Background: an optimization exercise with open tools, aiming at small area. Do not read the settings as production practice. The RTL was checked by simulation tests, not by an equivalence proof against the original design. Power is estimated from default activity; no workload was simulated.

==> job 970: inputs <==
## TopLevel
module TopLevel (
    input  logic        clk, rst, interrupt,
    output logic [31:0] imem_addr,
    input  logic [31:0] imem_rdata,
    output logic [31:0] dmem_addr,
    output logic [31:0] dmem_wdata,
    output logic [3:0]  dmem_wmask,
    output logic        dmem_we,
    input  logic [31:0] dmem_rdata);
make LEC_CHECK=0 CAP_MARGIN=20 CORE_MARGIN=2 CORE_UTILIZATION=40 CTS_BUF_LIST=sky130_fd_sc_hd__clkbuf_4 SLEW_MARGIN=20 finish   # period 20.0 ns
run.sh (not shown) runs the stock make flow with config.mk's settings and CLKGATE_MAP_FILE= SYNTH_SCRIPT=/design/flow/synth_recipe.tcl, a recipe that flattens the netlist after the stock synthesis.
==> job 301: changes against job 970 <==
--- a/flow/config.mk
+++ b/flow/config.mk
@@ -8,5 +8,7 @@
 export CAP_MARGIN = 20
 export CORE_MARGIN = 2
 export CORE_UTILIZATION = 40
-export CTS_BUF_LIST = sky130_fd_sc_hd__clkbuf_4
+export CTS_BUF_LIST = sky130_fd_sc_hd__clkbuf_8
+export CTS_CLUSTER_DIAMETER = 50
+export CTS_CLUSTER_SIZE = 16
 export SLEW_MARGIN = 20
==> job 2772: changes against job 970 <==
--- a/flow/config.mk
+++ b/flow/config.mk
@@ -7,6 +7,8 @@
 export LEC_CHECK = 0
 export CAP_MARGIN = 20
 export CORE_MARGIN = 2
-export CORE_UTILIZATION = 40
+export CORE_UTILIZATION = 60
 export CTS_BUF_LIST = sky130_fd_sc_hd__clkbuf_4
+export CTS_CLUSTER_DIAMETER = 40
+export CTS_CLUSTER_SIZE = 10
 export SLEW_MARGIN = 20
==> results.txt <==
                                                                     job 970      job 2772       job 301
Run status                                  no timing/DRC/antenna violations  no timing/DRC/antenna violations  no timing/DRC/antenna violations
RR Startpoint                                                          ph[0]         st[2]         ph[0]
Met1 Usage GRT                                                         29.2%         41.2%         29.5%
Internal power consumption                                           3480 uW       2880 uW       3040 uW
Signal buf overhead                                                    4.55%         4.90%         4.67%
Antenna Cells                                                              3             5             1
Wire length per cell                                                 21.2 um       23.3 um       22.3 um
Worst vdd ir                                                     0.0000809 V   0.0000852 V   0.0000662 V
Share of total power in the clock network                              42.2%         30.6%         34.1%
Maximum buffer depth of the clock tree                                     4             3             3
Filler cell count in the final layout                                  8,109         4,350         8,119
Number of standard cells in the layout, taps in and fillers out        4,589         3,896         4,243
Routed via count                                                       23.7k         22.7k         22.5k
Clock Skews                                                        0.0985 ns     0.0688 ns     0.0533 ns
Worst-case reg-to-reg path depth                                          24            21            23
Fraction of area in multi-input gates                                  24.3%         25.9%         25.3%
Routed wire length                                                   97.2 mm       90.8 mm       94.6 mm
Clock buffer count from CTS                                              305           147           101
Net switching component of the power                                 1030 uW        865 uW        908 uW
Cell Pwr Density                                                 109 mW/mm^2  96.4 mW/mm^2  99.4 mW/mm^2
Post-layout nets                                                       3,333         3,178         3,128
Headroom to the max-slew limit                                         25.3%         23.3%         25.8%
Switching Share                                                        22.8%         23.1%         23.0%

========
==> v16: inputs <==
TopLevel, a different RTL version from the one above (not shown whole).
==> flow/config.mk <==
export PLATFORM = sky130hd
export DESIGN_NAME = TopLevel
export DESIGN_NICKNAME = TopLevel
export VERILOG_FILES = /design/flow/design.v
export SDC_FILE = /design/flow/constraint.sdc
export NUM_CORES = 8
export LEC_CHECK = 0
export CAP_MARGIN = 20
export CORE_MARGIN = 2
export CORE_UTILIZATION = 60
export PLACE_DENSITY = 0.75
export SLEW_MARGIN = 20
==> flow/constraint.sdc <==
create_clock -name core_clock -period 20.0 [get_ports {clk}]
set_input_delay 4.0000 -clock core_clock [delete_from_list [all_inputs] [get_ports {clk}]]
set_output_delay 4.0000 -clock core_clock [all_outputs]
set_load 0.01 [all_outputs]
standard.sh (not shown) runs the stock make flow with config.mk's settings and CLKGATE_MAP_FILE= SYNTH_SCRIPT=/design/flow/synth_recipe.tcl, a recipe that flattens the netlist after the stock synthesis.
==> flow/flow/run.sh <==
#!/bin/bash
# The standard layout, with two changes:
#  - after the standard synthesis, its combinational logic is mapped again by
#    ABC for area; flip-flops keep their instances, names and cell types;
#  - every port gets the smallest buffer.
# Each tool's output goes to a log file of its own in this folder.
set -euo pipefail
RES="$PWD/orfs/results/$FLOW_PLATFORM/TopLevel/base"
BP="BUFFER_PORTS_ARGS=-buffer_cell sky130_fd_sc_hd__buf_1"
YOSYS="${FLOW_HOME}/../tools/install/yosys/bin/yosys"
command -v yosys >/dev/null 2>&1 && YOSYS="$(command -v yosys)"
LIB="${FLOW_HOME}/platforms/${FLOW_PLATFORM}/lib/sky130_fd_sc_hd__tt_025C_1v80.lib"

# standard synthesis
bash standard.sh "$BP" "$RES/1_2_yosys.v" > standard_synth.log 2>&1
cp "$RES/1_2_yosys.v" "$RES/1_2_yosys_std.v"

# area remap of the combinational cells
DU=""
for c in $(cat flow/dont_use.txt); do DU="$DU -dont_use $c"; done
cat > remap.ys <<EOT
read_liberty -ignore_miss_func $LIB
delete sky130_fd_sc_hd__*df* sky130_fd_sc_hd__*dl* sky130_fd_sc_hd__conb_*
write_verilog -noattr remap_models.v
design -reset
read_liberty -lib $LIB
read_verilog -sv $RES/1_2_yosys_std.v
hierarchy -top $FLOW_TOP
techmap -map remap_models.v
techmap
rename -hide w:*.*
opt -fast -purge
abc -liberty $LIB $DU -script $PWD/flow/area.abc
opt_clean -purge
hilomap -singleton -hicell sky130_fd_sc_hd__conb_1 HI -locell sky130_fd_sc_hd__conb_1 LO
rename -hide w:*.*
splitnets
opt_clean -purge
insbuf -buf sky130_fd_sc_hd__buf_4 A X
check -assert
stat -liberty $LIB
write_verilog -noattr -nohex -nodec $RES/1_2_yosys.v
EOT
"$YOSYS" -s remap.ys > remap.log 2>&1

# the rest of the standard flow
CTS="CTS_ARGS=-sink_clustering_enable -repair_clock_nets -sink_clustering_size 30 -sink_clustering_max_diameter 60 -buf_list sky130_fd_sc_hd__clkbuf_16 -dont_use_dummy_load"
bash standard.sh "$BP" "$CTS" finish > standard.log 2>&1
==> flow/flow/area.abc <==
strash
dc2
dch -f
amap
strash
dc2
dch -f
amap
topo
Other scripts of this flow, unchanged in this note and not shown: flow/flow/dont_use.txt
==> v23 (differences from v16) <==
--- a/flow/flow/run.sh
+++ b/flow/flow/run.sh
@@ -46,3 +46,3 @@
 # the rest of the standard flow
-CTS="CTS_ARGS=-sink_clustering_enable -repair_clock_nets -sink_clustering_size 30 -sink_clustering_max_diameter 60 -buf_list sky130_fd_sc_hd__clkbuf_16 -dont_use_dummy_load"
+CTS="CTS_ARGS=-sink_clustering_enable -repair_clock_nets -sink_clustering_size 30 -sink_clustering_max_diameter 60 -buf_list sky130_fd_sc_hd__clkbuf_16 -tree_buf sky130_fd_sc_hd__clkbuf_4 -dont_use_dummy_load"
 bash standard.sh "$BP" "$CTS" finish > standard.log 2>&1
==> flow/flow/area.abc (replaced) <==
strash
dch -f
map -a
topo
--- a/flow/config.mk
+++ b/flow/config.mk
@@ -10,3 +10,5 @@
 export CORE_UTILIZATION = 60
-export PLACE_DENSITY = 0.75
+export CTS_BUF_LIST = sky130_fd_sc_hd__clkbuf_4
+export CTS_CLUSTER_DIAMETER = 40
+export CTS_CLUSTER_SIZE = 8
 export SLEW_MARGIN = 20
==> v37 (differences from v16) <==
--- a/flow/config.mk
+++ b/flow/config.mk
@@ -9,4 +9,4 @@
 export CORE_MARGIN = 2
-export CORE_UTILIZATION = 60
-export PLACE_DENSITY = 0.75
+export CORE_UTILIZATION = 70
+export PLACE_DENSITY = 0.8
 export SLEW_MARGIN = 20
==> notes <==
- Sequential power is about the same in v23 and v37.
- Die area, lowest first: v37, v16, v23.
- First-iteration DRC count, lowest first: v16, v23, v37.
- Against v16, the non-clock buffer count of v23 is lower by 35.

## afterwards: timing with drivers on the ports
Ports are ideal in the flow. The routed layouts listed here were re-timed in OpenROAD. Step 1, drivers: a clkbuf_16 drives clk and a buf_2 each remaining input, both assumed. Step 2 adds t to the input delays and takes it off the output delays; t is the mean of the earliest and latest rising clock arrival at the registers after step 1. Input paths then give back, and output paths get back, about the clock's delay inside the block. Slacks: ideal / step 1 / step 2; pairs: ideal / step 1.
run | shift t [ns] | slack for setup (ns) | hold slack, ns | cell pins on the clock port's net
job 970 | 1.128 | 4.497 / 4.464 / 4.464 | 0.241 / 0.241 / 0.241 | 1
job 301 | 0.776 | 4.509 / 4.475 / 4.475 | 0.297 / 0.297 / 0.297 | 1
job 2772 | 1.055 | 4.404 / 4.309 / 4.309 | 0.299 / 0.299 / 0.299 | 1
v16 | 0.661 | 1.517 / 1.484 / 0.822 | 0.276 / 0.276 / 0.276 | 1
v23 | 0.660 | 2.430 / 2.405 / 1.745 | 0.263 / 0.263 / 0.263 | 1
v37 | 0.662 | 0.861 / 0.859 / 0.197 | 0.244 / 0.244 / 0.244 | 1
After both steps setup and hold are still met in every run listed. The setup slack of v16, which loses most, moves by -0.033 ns with the drivers and by -0.695 ns with both steps.
